Context: an optimization exercise on an open-source flow, tuned for small area. The choices shown serve that exercise and are no tape-out recipe. Function was checked by simulation only, so behaviour that the tests miss may differ from the original. Power is estimated from default activity; no workload was simulated.

--- flow/constraint.sdc ---
create_clock -name core_clock -period 20.0 [get_ports {clk}]
set_input_delay 4.0000 -clock core_clock [delete_from_list [all_inputs] [get_ports {clk}]]
set_output_delay 4.0000 -clock core_clock [all_outputs]
set_load 0.01 [all_outputs]
--- flow/config.mk ---
export PLATFORM = sky130hd
export DESIGN_NAME = BomberGameTopLevel
export DESIGN_NICKNAME = BomberGameTopLevel
export VERILOG_FILES = /design/flow/design.v
export SDC_FILE = /design/flow/constraint.sdc
export NUM_CORES = 8
export LEC_CHECK = 0
export CAP_MARGIN = 20
export CORE_MARGIN = 2
export CORE_UTILIZATION = 40
export PLACE_DENSITY = 0.45
export SLEW_MARGIN = 20
--- flow/run.sh ---
#!/bin/bash
# synth_recipe.tcl (not shown) runs the flow's synth.tcl, then flattens the netlist and writes it again
# the make line also repeats each setting of config.mk as NAME=value (left out here)
make -C /OpenROAD-flow-scripts/flow DESIGN_CONFIG=/design/flow/config.mk WORK_HOME=/design/flow/orfs CLKGATE_MAP_FILE= SYNTH_SCRIPT=/design/flow/synth_recipe.tcl finish
--- flow/design.v ---
`timescale 1ns / 1ps
module BomberGameTopLevel(
    input clk ,
    input rst ,
    input[15:0] SW,
    input btnU , btnD , btnL , btnR , btnC ,
    input[12:0] pixel_index,
    output[15:0] pixel_data,
    output[3:0] an,
    output[6:0] seg,
    output dp
);
    function [9:0] t_hi(input [7:0] i);
        case (i)
            8'd3: t_hi = 10'd0;
            8'd6: t_hi = 10'd1;
            8'd9: t_hi = 10'd2;
            8'd12: t_hi = 10'd3;
            8'd15: t_hi = 10'd4;
            8'd18: t_hi = 10'd5;
            8'd21: t_hi = 10'd6;
            8'd24: t_hi = 10'd7;
            8'd27: t_hi = 10'd8;
            8'd30: t_hi = 10'd16;
            8'd33: t_hi = 10'd17;
            8'd36: t_hi = 10'd18;
            8'd39: t_hi = 10'd19;
            8'd42: t_hi = 10'd20;
            8'd45: t_hi = 10'd21;
            8'd48: t_hi = 10'd22;
            8'd51: t_hi = 10'd23;
            8'd54: t_hi = 10'd24;
            8'd57: t_hi = 10'd32;
            8'd60: t_hi = 10'd33;
            8'd63: t_hi = 10'd34;
            8'd66: t_hi = 10'd35;
            8'd69: t_hi = 10'd36;
            8'd72: t_hi = 10'd37;
            8'd75: t_hi = 10'd38;
            8'd78: t_hi = 10'd39;
            8'd81: t_hi = 10'd40;
            8'd84: t_hi = 10'd48;
            8'd87: t_hi = 10'd49;
            8'd90: t_hi = 10'd50;
            8'd93: t_hi = 10'd51;
            8'd96: t_hi = 10'd52;
            8'd99: t_hi = 10'd53;
            8'd102: t_hi = 10'd54;
            8'd105: t_hi = 10'd55;
            8'd108: t_hi = 10'd56;
            8'd111: t_hi = 10'd64;
            8'd114: t_hi = 10'd65;
            8'd117: t_hi = 10'd66;
            8'd120: t_hi = 10'd67;
            8'd123: t_hi = 10'd68;
            8'd126: t_hi = 10'd69;
            8'd129: t_hi = 10'd70;
            8'd132: t_hi = 10'd71;
            8'd135: t_hi = 10'd72;
            8'd138: t_hi = 10'd80;
            8'd141: t_hi = 10'd81;
            8'd144: t_hi = 10'd82;
            8'd147: t_hi = 10'd83;
            8'd150: t_hi = 10'd84;
            8'd153: t_hi = 10'd85;
            8'd156: t_hi = 10'd86;
            8'd159: t_hi = 10'd87;
            8'd162: t_hi = 10'd88;
            8'd165: t_hi = 10'd96;
            8'd168: t_hi = 10'd97;
            8'd171: t_hi = 10'd98;
            8'd174: t_hi = 10'd99;
            8'd177: t_hi = 10'd100;
            8'd180: t_hi = 10'd101;
            8'd183: t_hi = 10'd102;
            8'd186: t_hi = 10'd103;
            8'd189: t_hi = 10'd104;
            8'd0: t_hi = 10'd128;
            8'd4: t_hi = 10'd256;
            8'd7: t_hi = 10'd257;
            8'd10: t_hi = 10'd258;
            8'd13: t_hi = 10'd259;
            8'd16: t_hi = 10'd260;
            8'd19: t_hi = 10'd261;
            8'd22: t_hi = 10'd262;
            8'd25: t_hi = 10'd263;
            8'd28: t_hi = 10'd264;
            8'd31: t_hi = 10'd272;
            8'd34: t_hi = 10'd273;
            8'd37: t_hi = 10'd274;
            8'd40: t_hi = 10'd275;
            8'd43: t_hi = 10'd276;
            8'd46: t_hi = 10'd277;
            8'd49: t_hi = 10'd278;
            8'd52: t_hi = 10'd279;
            8'd55: t_hi = 10'd280;
            8'd58: t_hi = 10'd288;
            8'd61: t_hi = 10'd289;
            8'd64: t_hi = 10'd290;
            8'd67: t_hi = 10'd291;
            8'd70: t_hi = 10'd292;
            8'd73: t_hi = 10'd293;
            8'd76: t_hi = 10'd294;
            8'd79: t_hi = 10'd295;
            8'd82: t_hi = 10'd296;
            8'd85: t_hi = 10'd304;
            8'd88: t_hi = 10'd305;
            8'd91: t_hi = 10'd306;
            8'd94: t_hi = 10'd307;
            8'd97: t_hi = 10'd308;
            8'd100: t_hi = 10'd309;
            8'd103: t_hi = 10'd310;
            8'd106: t_hi = 10'd311;
            8'd109: t_hi = 10'd312;
            8'd112: t_hi = 10'd320;
            8'd115: t_hi = 10'd321;
            8'd118: t_hi = 10'd322;
            8'd121: t_hi = 10'd323;
            8'd124: t_hi = 10'd324;
            8'd127: t_hi = 10'd325;
            8'd130: t_hi = 10'd326;
            8'd133: t_hi = 10'd327;
            8'd136: t_hi = 10'd328;
            8'd139: t_hi = 10'd336;
            8'd142: t_hi = 10'd337;
            8'd145: t_hi = 10'd338;
            8'd148: t_hi = 10'd339;
            8'd151: t_hi = 10'd340;
            8'd154: t_hi = 10'd341;
            8'd157: t_hi = 10'd342;
            8'd160: t_hi = 10'd343;
            8'd163: t_hi = 10'd344;
            8'd166: t_hi = 10'd352;
            8'd169: t_hi = 10'd353;
            8'd172: t_hi = 10'd354;
            8'd175: t_hi = 10'd355;
            8'd178: t_hi = 10'd356;
            8'd181: t_hi = 10'd357;
            8'd184: t_hi = 10'd358;
            8'd187: t_hi = 10'd359;
            8'd190: t_hi = 10'd360;
            8'd1: t_hi = 10'd384;
            8'd5: t_hi = 10'd512;
            8'd8: t_hi = 10'd513;
            8'd11: t_hi = 10'd514;
            8'd14: t_hi = 10'd515;
            8'd17: t_hi = 10'd516;
            8'd20: t_hi = 10'd517;
            8'd23: t_hi = 10'd518;
            8'd26: t_hi = 10'd519;
            8'd29: t_hi = 10'd520;
            8'd32: t_hi = 10'd528;
            8'd35: t_hi = 10'd529;
            8'd38: t_hi = 10'd530;
            8'd41: t_hi = 10'd531;
            8'd44: t_hi = 10'd532;
            8'd47: t_hi = 10'd533;
            8'd50: t_hi = 10'd534;
            8'd53: t_hi = 10'd535;
            8'd56: t_hi = 10'd536;
            8'd59: t_hi = 10'd544;
            8'd62: t_hi = 10'd545;
            8'd65: t_hi = 10'd546;
            8'd68: t_hi = 10'd547;
            8'd71: t_hi = 10'd548;
            8'd74: t_hi = 10'd549;
            8'd77: t_hi = 10'd550;
            8'd80: t_hi = 10'd551;
            8'd83: t_hi = 10'd552;
            8'd86: t_hi = 10'd560;
            8'd89: t_hi = 10'd561;
            8'd92: t_hi = 10'd562;
            8'd95: t_hi = 10'd563;
            8'd98: t_hi = 10'd564;
            8'd101: t_hi = 10'd565;
            8'd104: t_hi = 10'd566;
            8'd107: t_hi = 10'd567;
            8'd110: t_hi = 10'd568;
            8'd113: t_hi = 10'd576;
            8'd116: t_hi = 10'd577;
            8'd119: t_hi = 10'd578;
            8'd122: t_hi = 10'd579;
            8'd125: t_hi = 10'd580;
            8'd128: t_hi = 10'd581;
            8'd131: t_hi = 10'd582;
            8'd134: t_hi = 10'd583;
            8'd137: t_hi = 10'd584;
            8'd140: t_hi = 10'd592;
            8'd143: t_hi = 10'd593;
            8'd146: t_hi = 10'd594;
            8'd149: t_hi = 10'd595;
            8'd152: t_hi = 10'd596;
            8'd155: t_hi = 10'd597;
            8'd158: t_hi = 10'd598;
            8'd161: t_hi = 10'd599;
            8'd164: t_hi = 10'd600;
            8'd167: t_hi = 10'd608;
            8'd170: t_hi = 10'd609;
            8'd173: t_hi = 10'd610;
            8'd176: t_hi = 10'd611;
            8'd179: t_hi = 10'd612;
            8'd182: t_hi = 10'd613;
            8'd185: t_hi = 10'd614;
            8'd188: t_hi = 10'd615;
            8'd191: t_hi = 10'd616;
            8'd2: t_hi = 10'd640;
            default: t_hi = 10'bx;
        endcase
    endfunction
    function [8:0] t_lo(input [6:0] i);
        case (i)
            7'd3: t_lo = 9'd0;
            7'd4: t_lo = 9'd1;
            7'd5: t_lo = 9'd2;
            7'd6: t_lo = 9'd3;
            7'd7: t_lo = 9'd4;
            7'd8: t_lo = 9'd5;
            7'd9: t_lo = 9'd6;
            7'd10: t_lo = 9'd7;
            7'd11: t_lo = 9'd8;
            7'd12: t_lo = 9'd16;
            7'd13: t_lo = 9'd17;
            7'd14: t_lo = 9'd18;
            7'd15: t_lo = 9'd19;
            7'd16: t_lo = 9'd20;
            7'd17: t_lo = 9'd21;
            7'd18: t_lo = 9'd22;
            7'd19: t_lo = 9'd23;
            7'd20: t_lo = 9'd24;
            7'd21: t_lo = 9'd32;
            7'd22: t_lo = 9'd33;
            7'd23: t_lo = 9'd34;
            7'd24: t_lo = 9'd35;
            7'd25: t_lo = 9'd36;
            7'd26: t_lo = 9'd37;
            7'd27: t_lo = 9'd38;
            7'd28: t_lo = 9'd39;
            7'd29: t_lo = 9'd40;
            7'd30: t_lo = 9'd48;
            7'd31: t_lo = 9'd49;
            7'd32: t_lo = 9'd50;
            7'd33: t_lo = 9'd51;
            7'd34: t_lo = 9'd52;
            7'd35: t_lo = 9'd53;
            7'd36: t_lo = 9'd54;
            7'd37: t_lo = 9'd55;
            7'd38: t_lo = 9'd56;
            7'd39: t_lo = 9'd64;
            7'd40: t_lo = 9'd65;
            7'd41: t_lo = 9'd66;
            7'd42: t_lo = 9'd67;
            7'd43: t_lo = 9'd68;
            7'd44: t_lo = 9'd69;
            7'd45: t_lo = 9'd70;
            7'd46: t_lo = 9'd71;
            7'd47: t_lo = 9'd72;
            7'd48: t_lo = 9'd80;
            7'd49: t_lo = 9'd81;
            7'd50: t_lo = 9'd82;
            7'd51: t_lo = 9'd83;
            7'd52: t_lo = 9'd84;
            7'd53: t_lo = 9'd85;
            7'd54: t_lo = 9'd86;
            7'd55: t_lo = 9'd87;
            7'd56: t_lo = 9'd88;
            7'd57: t_lo = 9'd96;
            7'd58: t_lo = 9'd97;
            7'd59: t_lo = 9'd98;
            7'd60: t_lo = 9'd99;
            7'd61: t_lo = 9'd100;
            7'd62: t_lo = 9'd101;
            7'd63: t_lo = 9'd102;
            7'd64: t_lo = 9'd103;
            7'd65: t_lo = 9'd104;
            7'd66: t_lo = 9'd112;
            7'd67: t_lo = 9'd113;
            7'd68: t_lo = 9'd114;
            7'd69: t_lo = 9'd115;
            7'd70: t_lo = 9'd116;
            7'd71: t_lo = 9'd117;
            7'd72: t_lo = 9'd118;
            7'd73: t_lo = 9'd119;
            7'd74: t_lo = 9'd120;
            7'd75: t_lo = 9'd128;
            7'd76: t_lo = 9'd129;
            7'd77: t_lo = 9'd130;
            7'd78: t_lo = 9'd131;
            7'd79: t_lo = 9'd132;
            7'd80: t_lo = 9'd133;
            7'd81: t_lo = 9'd134;
            7'd82: t_lo = 9'd135;
            7'd83: t_lo = 9'd136;
            7'd84: t_lo = 9'd144;
            7'd85: t_lo = 9'd145;
            7'd86: t_lo = 9'd146;
            7'd87: t_lo = 9'd147;
            7'd88: t_lo = 9'd148;
            7'd89: t_lo = 9'd149;
            7'd90: t_lo = 9'd150;
            7'd91: t_lo = 9'd151;
            7'd92: t_lo = 9'd152;
            7'd0, 7'd1, 7'd2, 7'd93, 7'd94, 7'd95: t_lo = 9'd256;
            default: t_lo = 9'bx;
        endcase
    endfunction
    function [0:0] t_nc(input [7:0] i);
        case (i)
            8'd3, 8'd4, 8'd5, 8'd6, 8'd7, 8'd8, 8'd9, 8'd20, 8'd21, 8'd22, 8'd23, 8'd24, 8'd25, 8'd37, 8'd38, 8'd39, 8'd40, 8'd41, 8'd48, 8'd54, 8'd55, 8'd56, 8'd57, 8'd64, 8'd65, 8'd71, 8'd72, 8'd73, 8'd80, 8'd81, 8'd82, 8'd88, 8'd89, 8'd96, 8'd97, 8'd98, 8'd99, 8'd105, 8'd112, 8'd113, 8'd114, 8'd115, 8'd116, 8'd128, 8'd129, 8'd130, 8'd131, 8'd132, 8'd133, 8'd144, 8'd145, 8'd146, 8'd147, 8'd148, 8'd149, 8'd150: t_nc = 1'd0;
            8'd0, 8'd1, 8'd2, 8'd16, 8'd17, 8'd18, 8'd19, 8'd32, 8'd33, 8'd34, 8'd35, 8'd36, 8'd49, 8'd50, 8'd51, 8'd52, 8'd53, 8'd66, 8'd67, 8'd68, 8'd69, 8'd70, 8'd83, 8'd84, 8'd85, 8'd86, 8'd87, 8'd100, 8'd101, 8'd102, 8'd103, 8'd104, 8'd117, 8'd118, 8'd119, 8'd120, 8'd121, 8'd134, 8'd135, 8'd136, 8'd137, 8'd151, 8'd152, 8'd153: t_nc = 1'd1;
            default: t_nc = 1'bx;
        endcase
    endfunction
    function [0:0] t_nr(input [5:0] i);
        case (i)
            6'd3, 6'd4, 6'd5, 6'd6, 6'd12, 6'd13, 6'd14, 6'd21, 6'd22, 6'd24, 6'd30, 6'd32, 6'd33, 6'd40, 6'd41, 6'd42, 6'd48, 6'd49, 6'd50, 6'd51: t_nr = 1'd0;
            6'd0, 6'd1, 6'd2, 6'd8, 6'd9, 6'd10, 6'd11, 6'd16, 6'd17, 6'd18, 6'd19, 6'd20, 6'd25, 6'd26, 6'd27, 6'd28, 6'd29, 6'd34, 6'd35, 6'd36, 6'd37, 6'd38, 6'd43, 6'd44, 6'd45, 6'd46, 6'd52, 6'd53, 6'd54: t_nr = 1'd1;
            default: t_nr = 1'bx;
        endcase
    endfunction
    function [1:0] t_ab(input [7:0] i);
        case (i)
            8'd1, 8'd2, 8'd18, 8'd19, 8'd35, 8'd36, 8'd52, 8'd53, 8'd69, 8'd70, 8'd86, 8'd87, 8'd103, 8'd104, 8'd112, 8'd120, 8'd128, 8'd129: t_ab = 2'd0;
            8'd0, 8'd16, 8'd17, 8'd32, 8'd33, 8'd34, 8'd48, 8'd49, 8'd50, 8'd51, 8'd64, 8'd65, 8'd66, 8'd67, 8'd68, 8'd80, 8'd81, 8'd82, 8'd83, 8'd84, 8'd85, 8'd96, 8'd97, 8'd98, 8'd99, 8'd100, 8'd101, 8'd102, 8'd113, 8'd114, 8'd115, 8'd116, 8'd117, 8'd118, 8'd119, 8'd130, 8'd131, 8'd132, 8'd133, 8'd134, 8'd135, 8'd136: t_ab = 2'd1;
            8'd3, 8'd4, 8'd5, 8'd6, 8'd7, 8'd8, 8'd20, 8'd21, 8'd22, 8'd23, 8'd24, 8'd37, 8'd38, 8'd39, 8'd40, 8'd54, 8'd55, 8'd56, 8'd71, 8'd72, 8'd88: t_ab = 2'd2;
            default: t_ab = 2'bx;
        endcase
    endfunction
    integer i;
    genvar j, k;
    reg [2:0] m8;
    reg [1:0] m3;
    reg [3:0] m13;
    reg [4:0] l31;
    reg [9:0] c625;
    reg [2:0] c5;
    reg S;
    wire c625_end = (c625 == 'h13d);
    always @(posedge clk) begin
        if (rst) begin
            m8 <= 0; m3 <= 0; m13 <= 0; l31 <= 0; c625 <= 0; c5 <= 0; S <= 0;
        end else begin
            m8 <= m8 + 1'b1;
            m3 <= (m3 == 2) ? 2'd0 : m3 + 1'b1;
            m13 <= (m13 == 12) ? 4'd0 : m13 + 1'b1;
            l31 <= {l31[3:0], ~(l31[4] ^ l31[2])};
            c625 <= c625_end ? 10'd0 : {c625[8:0], ~(c625[9] ^ c625[6])};
            if (c625_end) c5 <= (c5 == 4) ? 3'd0 : c5 + 1'b1;
            if (~m8[0] && c625 == 0) S <= ~S;
        end
    end
    wire tick1k = (m8[1:0] == 0) && (m3 == 0);                   
    wire tick40 = (m8 == 0) && (m3 == 0) && (m13 == 0);          
    wire pbhold = ((m8 == 1) && (m3 == 1) && (m13 == 1))
               || ((m8 == 2) && (m3 == 2) && (m13 == 2));        
    wire tick200 = ~m8[0] && (l31 == 0);                         
    wire tick1hz = (m8[1:0] == 0) && (c625 == 0) && (c5 == 0);   
    wire blink = S;                                              
    reg start_game, init_rst, G;
    reg [15:0] grc;
    wire all4 = btnU & btnD & btnL & btnR;
    always @(posedge clk) begin
        grc <= (rst | ~all4) ? 16'd0 : {grc[14:0], ~(grc[15] ^ grc[14] ^ grc[12] ^ grc[3])};
        G <= ~rst & all4 & (G | (grc == 'h752d));
        init_rst <= ~rst & all4;
        start_game <= ~rst & ~G & (SW[1] | start_game);
    end
    reg deb, pressed, dreached;
    reg [31:0] dcnt;
    always @(posedge clk) begin
        dcnt <= pressed ? {dcnt[30:0], (dcnt[31] ^ dcnt[21] ^ dcnt[1] ^ dcnt[0]) ^ ~|dcnt[30:0]} : 32'd0;
        dreached <= pressed & (dcnt != 0) & (dreached | (dcnt == 'hd3ce5a9d));
        if (rst) begin
            deb <= 0; pressed <= 0;
        end else if (tick1k) begin
            if (!pressed) begin
                if (btnC) begin deb <= 1'b1; pressed <= 1'b1; end
                else deb <= 1'b0;
            end
            if (!btnC && dreached) pressed <= 1'b0;
        end
    end
    wire [9:0] hq = t_hi(pixel_index[12:5]);
    wire [8:0] lq = t_lo({hq[9:8], pixel_index[4:0]});
    wire wall = hq[7] | lq[8];            
    wire [2:0] gy = hq[6:4];              
    wire [3:0] oy = hq[3:0];              
    wire [3:0] gx = lq[7:4];              
    wire [3:0] ox = lq[3:0];
    wire [2:0] pr [0:3];     
    wire [3:0] pc [0:3];
    wire [3:0] R;            
    wire [3:0] pin;          
    localparam [15:0] QX0 = {4'd9, 4'd0, 4'd9, 4'd0};
    localparam [15:0] RX0 = {4'd3, 4'd1, 4'd3, 4'd1};
    localparam [11:0] QY0 = {3'd6, 3'd6, 3'd0, 3'd0};
    localparam [15:0] RY0 = {4'd2, 4'd2, 4'd1, 4'd1};
    generate for (j = 0; j < 4; j = j + 1) begin : pl
        reg [3:0] qx, rx, ry;
        reg [2:0] qy;
        reg fc;
        reg [2:0] btn;
        reg [2:0] prr;
        reg [3:0] pcc;
        assign pr[j] = prr;
        assign pc[j] = pcc;
        wire sw = SW[5 + j];
        wire bu = sw & btnU, bd = sw & btnD, bl = sw & btnL, br = sw & btnR;
        wire mu = fc & (btn == 3'd0);
        wire md = fc & (btn == 3'd1);
        wire ml = fc & (btn == 3'd2);
        wire mr = fc & (btn == 3'd3);
        reg [3:0] fqx, frx, fry;
        reg [2:0] fqy;
        reg fneg;
        always @* begin
            fqx = qx; frx = rx; fqy = qy; fry = ry; fneg = 1'b0;
            if (ml) begin
                if (rx == 0) begin fqx = qx - 1'b1; frx = 4'd8; fneg = (qx == 0); end
                else frx = rx - 1'b1;
            end
            if (mr) begin
                if (rx == 8) begin fqx = qx + 1'b1; frx = 4'd0; end
                else frx = rx + 1'b1;
            end
            if (mu) begin
                if (ry == 0) begin fqy = qy - 1'b1; fry = 4'd8; fneg = (qy == 0); end
                else fry = ry - 1'b1;
            end
            if (md) begin
                if (ry == 8) begin fqy = qy + 1'b1; fry = 4'd0; end
                else fry = ry + 1'b1;
            end
        end
        wire xodd = fqx[0] | (frx >= 3);
        wire yodd = fqy[0] | (fry >= 3);
        wire coll = fneg | ((fqx == 9) && (frx >= 3)) | (xodd & yodd);
        wire bottom = (qy == 6) && (ry >= 2);
        wire bsel = (btn == 3'd5);
        wire up = bu & ((btn == 3'd0) | bsel) & ~init_rst;
        wire dn = bd & ((btn == 3'd1) | bsel) & ~init_rst;
        wire lf = bl & ((btn == 3'd2) | bsel) & ~init_rst;
        wire rt = br & ((btn == 3'd3) | bsel) & ~init_rst;
        always @(posedge clk) begin
            if (rst || (tick40 && (!start_game || R[j]))) begin
                qx <= QX0[4*j +: 4]; rx <= RX0[4*j +: 4];
                qy <= QY0[3*j +: 3]; ry <= RY0[4*j +: 4];
                fc <= 1'b0; btn <= rst ? 3'd0 : 3'd5;
            end else if (tick40) begin
                if (up) begin
                    if (fc) begin
                        if (!coll) begin qy <= fqy; ry <= fry; end
                        fc <= 1'b0;
                    end else fc <= 1'b1;
                    btn <= 3'd0;
                end else if (dn) begin
                    if (fc) begin
                        if (!coll && !bottom) begin qy <= fqy; ry <= fry; end
                        fc <= 1'b0;
                    end else fc <= 1'b1;
                    btn <= 3'd1;
                end else if (lf) begin
                    if (fc) begin
                        if (!coll) begin qx <= fqx; rx <= frx; end
                        fc <= 1'b0;
                    end else fc <= 1'b1;
                    btn <= 3'd2;
                end else if (rt) begin
                    if (fc) begin
                        if (!coll) begin qx <= fqx; rx <= frx; end
                        fc <= 1'b0;
                    end else fc <= 1'b1;
                    btn <= 3'd3;
                end else begin
                    fc <= 1'b0; btn <= 3'd5;
                end
            end
        end
        wire [3:0] cq = qx + (rx >= 3);
        always @(posedge clk) begin
            if (!pbhold) begin
                prr <= qy + (ry >= 3);
                pcc <= (cq > 9) ? 4'd9 : cq;
            end
        end
        wire [1:0] abx = t_ab({ox, rx});
        wire [1:0] aby = t_ab({oy, ry});
        wire inx = ((gx == qx) & abx[0]) | ((gx == qx + 1'b1) & abx[1]);
        wire iny = ((gy == qy) & aby[0]) | ((gy == qy + 1'b1) & aby[1]);
        assign pin[j] = inx & iny & (~R[j] | blink);
    end endgenerate
    wire [2:0] sel_r = SW[5] ? pr[0] : SW[6] ? pr[1] : SW[7] ? pr[2] : pr[3];
    wire [3:0] sel_c = SW[5] ? pc[0] : SW[6] ? pc[1] : SW[7] ? pc[2] : pc[3];
    reg [1:0] fbi;           
    reg edge_reg, reassign;
    reg [1:0] tp;
    reg [5:0] wpb;           
    reg [2:0] hit;
    wire [2:0] active, explode;
    wire [2:0] brr [0:2];    
    wire [3:0] bcc [0:2];    
    wire fbi_act = (fbi == 2'd3) | (fbi == 2'd0 & active[0]) | (fbi == 2'd1 & active[1]) | (fbi == 2'd2 & active[2]);
    wire trig1 = SW[5] & deb & ~R[0] & start_game & ~edge_reg;
    wire trig2 = SW[6] & deb & ~R[2] & start_game & ~edge_reg;    
    wire trig3 = SW[7] & deb & ~R[2] & start_game & ~edge_reg;
    wire trig4 = SW[8] & deb & ~R[3] & start_game & ~edge_reg;
    reg [1:0] nfree;
    always @* begin
        nfree = 2'd3;
        if (!active[0] && fbi != 2'd0) nfree = 2'd0;
        if (!active[1] && fbi != 2'd1) nfree = 2'd1;
        if (!active[2] && fbi != 2'd2) nfree = 2'd2;
    end
    always @(posedge clk) begin
        if (rst) begin
            fbi <= 2'd2; edge_reg <= 0; reassign <= 1; wpb <= 0;
        end else begin
            if (trig1) begin edge_reg <= 1; tp <= 2'd0; end
            else if (trig2) begin edge_reg <= 1; tp <= 2'd1; end
            else if (trig3) begin edge_reg <= 1; tp <= 2'd2; end
            else if (trig4) begin edge_reg <= 1; tp <= 2'd3; end
            else begin
                edge_reg <= 0;
                if (!edge_reg && reassign) begin
                    fbi <= nfree;
                    if (nfree != 2'd3) reassign <= 0;
                end
            end
            if (fbi_act) begin
                reassign <= 1;
                if (fbi == 2'd0) wpb[1:0] <= wpb[1:0] | tp;
                if (fbi == 2'd1) wpb[3:2] <= wpb[3:2] | tp;
                if (fbi == 2'd2) wpb[5:4] <= wpb[5:4] | tp;
            end
        end
    end
    wire manual = &SW[15:13];
    wire [2:0] nbr [0:2];
    wire [3:0] nbc [0:2];
    wire [2:0] hnext;
    generate for (j = 0; j < 3; j = j + 1) begin : bomb
        reg act, initl, expl, Fx;
        reg [15:0] fuse;
        reg [11:0] ecnt;
        reg [2:0] br_;
        reg [3:0] bc_;
        assign active[j] = act;
        assign explode[j] = expl;
        assign brr[j] = br_;
        assign bcc[j] = bc_;
        wire imm = hit[j] | (manual & (wpb[2*j+1:2*j] == 2'd0));
        wire fdone = (fuse == 'hea5a);
        wire edone = expl & (Fx ? (ecnt == 'h2c1) : (ecnt == 'h40d));
        always @(posedge clk) begin
            fuse <= (act & ~(fdone | imm)) ? {fuse[14:0], ~(fuse[15] ^ fuse[14] ^ fuse[12] ^ fuse[3])} : 16'd0;
            ecnt <= expl ? {ecnt[10:0], ~(ecnt[11] ^ ecnt[5] ^ ecnt[3] ^ ecnt[0])} : 12'd0;
            if (rst) begin
                act <= 0; initl <= 0; expl <= 0; Fx <= 0;
            end else begin
                if (act & (fdone | imm)) act <= 1'b0;
                else if (edge_reg && fbi == j) act <= 1'b1;
                initl <= act;
                if (edone) expl <= 1'b0;
                else if (~act & initl) expl <= 1'b1;
                if (edone) Fx <= 1'b1;
            end
        end
        assign nbr[j] = (fbi == j) ? sel_r : br_;
        assign nbc[j] = (fbi == j) ? sel_c : bc_;
        always @(posedge clk) begin
            br_ <= nbr[j];
            bc_ <= nbc[j];
        end
    end endgenerate
    function in_cross(input [2:0] a, input [3:0] b, input [2:0] r, input [3:0] c);
        reg sr, sc;
        begin
            sr = (a == r);
            sc = (b == c);
            in_cross = (sr & (sc | (~r[0] & t_nc({b, c})))) | (sc & ~c[0] & t_nr({a, r}));
        end
    endfunction
    wire [2:0] ncaff;
    generate for (j = 0; j < 3; j = j + 1) begin : cf
        assign ncaff[j] = (brr[j] == 2 || brr[j] == 4) && (bcc[j] == 2 || bcc[j] == 4 || bcc[j] == 6);
    end endgenerate
    wire [3:0] die;
    wire [2:0] pin_b [0:3];      
    wire [2:0] peq_b [0:3];      
    generate for (j = 0; j < 4; j = j + 1) begin : deaths
        for (k = 0; k < 3; k = k + 1) begin : per
            assign pin_b[j][k] = in_cross(pr[j], pc[j], brr[k], bcc[k]);
            assign peq_b[j][k] = (pr[j] == brr[k]) && (pc[j] == bcc[k]);
        end
        assign die[j] = |(pin_b[j] & explode);
    end endgenerate
    wire [2:0] sel_in = SW[5] ? pin_b[0] : SW[6] ? pin_b[1] : SW[7] ? pin_b[2] : pin_b[3];
    wire [2:0] sel_eq = SW[5] ? peq_b[0] : SW[6] ? peq_b[1] : SW[7] ? peq_b[2] : peq_b[3];
    wire [2:0] sel_aff = sel_in & ~(sel_eq & ncaff);
    wire in01 = in_cross(brr[0], bcc[0], brr[1], bcc[1]);
    wire in02 = in_cross(brr[0], bcc[0], brr[2], bcc[2]);
    wire in12 = in_cross(brr[1], bcc[1], brr[2], bcc[2]);
    wire eq01 = (brr[0] == brr[1]) && (bcc[0] == bcc[1]);
    wire eq02 = (brr[0] == brr[2]) && (bcc[0] == bcc[2]);
    wire eq12 = (brr[1] == brr[2]) && (bcc[1] == bcc[2]);
    wire [2:0] bb_aff [0:2];
    assign bb_aff[0] = {in02 & ~(eq02 & ncaff[2]), in01 & ~(eq01 & ncaff[1]), ~ncaff[0]};
    assign bb_aff[1] = {in12 & ~(eq12 & ncaff[2]), ~ncaff[1], in01 & ~(eq01 & ncaff[0])};
    assign bb_aff[2] = {~ncaff[2], in12 & ~(eq12 & ncaff[1]), in02 & ~(eq02 & ncaff[0])};
    generate for (j = 0; j < 3; j = j + 1) begin : hits
        assign hnext[j] = |(explode & ((fbi == j) ? sel_aff : bb_aff[j]));
    end endgenerate
    always @(posedge clk) hit <= hnext;
    reg [3:0] Rr, Q;
    reg [15:0] rc [0:3];
    assign R = Rr;
    generate for (j = 0; j < 4; j = j + 1) begin : revive
        always @(posedge clk) begin
            rc[j] <= Rr[j] ? {rc[j][14:0], ~(rc[j][15] ^ rc[j][14] ^ rc[j][12] ^ rc[j][3])} : 16'd0;
            Q[j] <= Rr[j] & (Q[j] | (rc[j] == 'hea5a));
            Rr[j] <= ~rst & ~Q[j] & (Rr[j] | die[j]);
        end
    end endgenerate
    wire center = gx[0] & gy[0];             
    wire pstat = |pin;
    wire [2:0] ex, bm;
    generate for (j = 0; j < 3; j = j + 1) begin : edraw
        assign ex[j] = explode[j] & in_cross(gy, gx, brr[j], bcc[j]);
        assign bm[j] = active[j] & (gy == brr[j]) & (gx == bcc[j]);
    end endgenerate
    reg bomb_r;
    always @(posedge clk) bomb_r <= ~wall & (|bm);
    reg [2:0] code;
    always @(posedge clk) begin
        if (rst) code <= 3'd0;
        else if (!start_game) code <= 3'd1;
        else if (wall) code <= 3'd3;
        else if (center) code <= 3'd2;
        else if (pstat) code <= 3'd4;
        else if (|ex) code <= 3'd5;
        else if (bomb_r) code <= 3'd6;
        else code <= 3'd0;
    end
    reg [15:0] pd;
    always @* begin
        case (code)
            3'd1: pd = 16'hFFFF;
            3'd2: pd = 16'h1042;
            3'd3: pd = 16'hA52A;
            3'd4: pd = 16'h07E0;
            3'd5: pd = 16'hFCA0;
            3'd6: pd = 16'hF800;
            default: pd = 16'h0000;
        endcase
    end
    assign pixel_data = pd;
    reg [6:0] dq;
    reg [3:0] dm;
    reg [2:0] dt;
    reg [3:0] du;
    reg F;
    always @(posedge clk) begin
        if (rst) begin
            dq <= 0; dm <= 0; dt <= 0; du <= 0; F <= 0;
        end else if (tick1hz) begin
            F <= start_game;
            if (!F) begin
                dq <= 7'd1; dm <= 0; dt <= 0; du <= 0;
            end else if (dq == 0 && dm == 0 && dt == 0 && du == 0) begin
                dq <= 7'd109; dm <= 4'd2; dt <= 3'd1; du <= 4'd5;
            end else if (du != 0) begin
                du <= du - 1'b1;
            end else begin
                du <= 4'd9;
                if (dt != 0) dt <= dt - 1'b1;
                else begin
                    dt <= 3'd5;
                    if (dm != 0) dm <= dm - 1'b1;
                    else begin
                        dm <= 4'd9;
                        dq <= dq - 1'b1;
                    end
                end
            end
        end
    end
    reg V;
    reg [1:0] lc;
    reg [3:0] dig;
    always @(posedge clk) begin
        if (rst) begin
            V <= 0; lc <= 0;
        end else if (tick200) begin
            V <= 1'b1;
            lc <= lc + 1'b1;
        end
        if (tick200) begin
            case (lc)
                2'd0: dig <= du;
                2'd1: dig <= {1'b0, dt};
                2'd2: dig <= dm;
                default: dig <= dq[3:0];
            endcase
        end
    end
    reg [6:0] sg;
    always @* begin
        case (dig)
            4'd0: sg = 7'b1000000;
            4'd1: sg = 7'b1111001;
            4'd2: sg = 7'b0100100;
            4'd3: sg = 7'b0110000;
            4'd4: sg = 7'b0011001;
            4'd5: sg = 7'b0010010;
            4'd6: sg = 7'b0000010;
            4'd7: sg = 7'b1111000;
            4'd8: sg = 7'b0000000;
            4'd9: sg = 7'b0011000;
            default: sg = 7'b0111111;
        endcase
    end
    wire [1:0] lp = lc - 1'b1;
    assign seg = V ? sg : 7'b1111111;
    assign an = V ? ~(4'b0001 << lp) : 4'b1111;
    assign dp = 1'b1;
endmodule
==> run summary <==
==> final timing paths <==
check / startpoint / end / slack, ps / depth (start not counted)
worst min register to register: Q[1] / Rr[1] / 440 / 1
worst min-delay path: Q[1] / Rr[1] / 440 / 1
worst max-delay path: pixel_index[6] / code[1] / 10380 / 16
worst max register to register: pl[1].fc / pl[1].qx[1] / 15530 / 11
==> cell type report <==
class,instances,area (µm²),area share [%]
well taps,969,1210,3.73
flip-flops and latches,427,9220,28.4
multi-input cells,2889,18800,57.9
clock buffers,73,1470,4.53
repair buffers,109,941,2.90
diodes,1,2.50,0.00770
clock inverters,18,230,0.709
inverters,162,608,1.87
==> placed cells by master (no fill, tap or decap), drive strengths merged, types with 46 or more instances in the layout <==
cell type	n
a31oi	87
nand3	77
o211ai	49
and2	222
xnor2	145
nor4	46
mux2i	67
clkdlybuf4s50	51
xor2	95
inv	157
dfxtp	360
nand2b	59
nor2b	54
buf	58
clkbuf	73
o21ai	257
nor2	354
nor3	92
edfxtp	67
nand2	263
ha	145
a21oi	254
==> metal layers <==
layer  up-vias  routed length, µm  track usage, %
met2       796              41300            37.4
met1     13166              46400            34.8
met5         -                  0               0
li1      13235                  -               -
met4         0               2360            6.45
met3       126               4620            2.48
==> worst max-delay path: cells and delay by family <==
family / cells / cell delay, ps
compound gates: 11 / 3350
buf+inv: 2 / 1120
simple gates: 2 / 800
fa+ha+maj: 1 / 770
==> stage by stage <==
stage          utilization [%]  power [mW]  worst slack [ps]
6_report                  43.8        2.60             10380
5_1_grt                   43.8        2.73             10180
4_1_cts                   43.8        2.62             10570
3_5_place_dp              41.5        1.67              9920
3_3_place_gp              41.5        1.66              9910
2_1_floorplan                -        1.46             12270
==> power groups by stage <==
| stage | Clock, mW | Sequential [mW] | Combinational [mW] |
|---|---|---|---|
| final | 0.931 | 0.947 | 0.723 |
| after detailed placement | 0 | 0.964 | 0.708 |
| after global routing | 0.995 | 0.951 | 0.787 |
| after global placement | 0 | 0.963 | 0.695 |
| after floorplan | 0 | 0.937 | 0.524 |
| after CTS | 0.963 | 0.946 | 0.711 |
==> logic make-up after synthesis <==
logic type               count (synthesis)  share of synthesized area, %
AO/OA/AOI/OAI                         1032                          22.7
XOR/XNOR                               240                          7.08
adder cells (fa/ha/maj)                145                          6.09
buffers and inverters                  437                          5.99
flip-flops                             427                          30.9
multiplexers                            79                          2.78
other                                    1                        0.0126
AND/OR/NAND/NOR                       1392                          24.4
==> qor.txt <==
result of the run: timing/DRC/antenna clean
Max FO, Critical Path: 20
register ranked first by flip-flop count: rc
worst setup path category: input pin to flip-flop
RSZ-0062 raised after global routing: no
initial core utilization: 40.2%
endpoints failing setup: 0
Post-Syn Instances: 3,753
synth unique cells: 105
number of global-route vias before repair: 25,362
leakage component of the power: 12.3 nW
Vias: 27,323
H-tree lvl count: 2
most frequent cell after synthesis: dfxtp_1
registers with the most flip-flops: rc: 64 flops, bomb.fuse: 48 flops, bomb.ecnt: 36 flops
routed wire length: 94.7 mm
total count of max-transition violations in the final report: 0
number of remaining DRC errors: 0
source-to-sink clock delay at the later pin of the worst-skew pair: 620 ps
worst clock skew: 51.9 ps
Cells after DPL: 4,555
count of boundary I/O pins: 64
maximum number of pins on one net before global-route repair: 53
clock share of power: 35.8%
all-layer global routing usage: 23.9%
class of the most critical hold timing path: flip-flop to flip-flop
cell at the slowest stage of the critical path: clkdlybuf4s50_1
post-cts sizing count: 0
NumNets Final: 3,821
Hold WS: 436 ps
period utilisation layout: 48.1%
maximum clock frequency: 104 MHz
cells along the critical path: clkdlybuf4s50_1 -> ha_1 -> nand2_1 -> a21boi_0 -> a221oi_1 -> o32ai_1 -> buf_4 -> nor2_1 -> a2111oi_0 -> a211o_1 -> a22oi_1 -> a2111oi_0 -> o211ai_1 -> o2111ai_1 -> a211o_1 -> o32ai_1
Peak supply drop: 0.0722 mV
endpoints failing hold: 0
clock tree from TritonCTS: done
gr ovfl total: 0
area after detailed placement: 30,800 µm²
slew at the pin with the worst max-slew slack: 1100 ps
power per cell area: 80.1 nW/µm²
die outline area: 76,700 µm²
via density per instance: 5.88
wire length of the first global-routing pass: 148 mm
number of buffers inserted during clock tree synthesis: 51
drt initial violations: 2,472
number of antenna violations at the first check in global routing: 2
number of max-capacitance violations reported: 0
Yosys top cell area share: 24.2%
Reg clk slew, reported paths: 60 ps
die height: 277 µm
most instantiated flip-flop cell in the synthesis netlist: dfxtp_1
final weighted congestion in routability-driven placement: 0.900
fin area: 32,500 µm²
Wirelength per Cell: 20.4 µm
Sw Ratio: 34.5%
synth top area cells: dfxtp_1 24%, edfxtp_1 6.8%, ha_1 6.1%, and2_1 4.6%, nor2_1 4.4%
Synth Warn #: 2
Setup crit start kind: input pin
CP Capture Type: flip-flop
reported net switching power: 0.896 mW
Synth area leader: dfxtp_1
number of placement rows: 100
flip-flop count of the largest register, all copies and words added: 64
Largest stage delay, worst path: 870 ps
total negative slack: 0 ps
number of buffers inserted by post-CTS setup repair: 0
headroom to the max-slew limit: 26.0%
Logic pwr share: 27.8%
CTS Hold Bufs: 0
DRT antenna net count: 0
Internal Power: 1.70 mW
post-synth design cell area: 29,800 µm²
root buffer cell: clkbuf_16
Post-synth ARST share: 0%
layout cells sized above 1: 5.55%
share of the yosys chip area belonging to registers: 30.9%
Pre-Repair DR Iteration Count: 6
number of flops mapped to enable cells by yosys: 67
critical path data required time: 20,430 ps
area growth from synthesis to final layout: 9.04%
min Tclk post-route: 9620 ps
cell types with the highest counts after synthesis: 360 x dfxtp_1, 352 x nor2_1, 263 x nand2_1
Synthesized Nets: 3,934
share of power burned in registers: 36.4%
average cell area after synthesis: 7.94 µm²
number of inserted filler cells in the final layout: 7,449
count of non-filler cells in the finished layout: 4,648
detailed placement HPWL: 69.6 mm
Die Span X: 277 µm
largest buffer count on any clock path: 3
CP Data Arrival Time: 10,050 ps
sinks on the clock net: 427
Seq cells post-synth: 427
Port Buffer Count: 54
core footprint: 74,100 µm²

what the ideal ports hide:
Ports are ideal in the flow. The routed layout listed here was re-timed in OpenROAD.
Step 1 (the two cells are an assumption about what drives the block):
set clk [get_ports {clk}]
set_driving_cell -lib_cell sky130_fd_sc_hd__clkbuf_16 $clk
set_driving_cell -lib_cell sky130_fd_sc_hd__buf_2 [delete_from_list [all_inputs] $clk]
Step 2 also shifts input and output timing later by t, the mid clock arrival at the registers, as if the neighbouring blocks saw the same clock.
a / b / c = no drivers / after step 1 / after step 2; a / b = the first two.
t, ns: 0.662
setup slack, ns: 10.378 / 10.412 / 9.749
cell pins on the clock port's net: 1
After both steps this run still meets setup and hold. For this run, drivers alone change the setup slack by +0.034 ns; drivers and shift together by -0.629 ns.
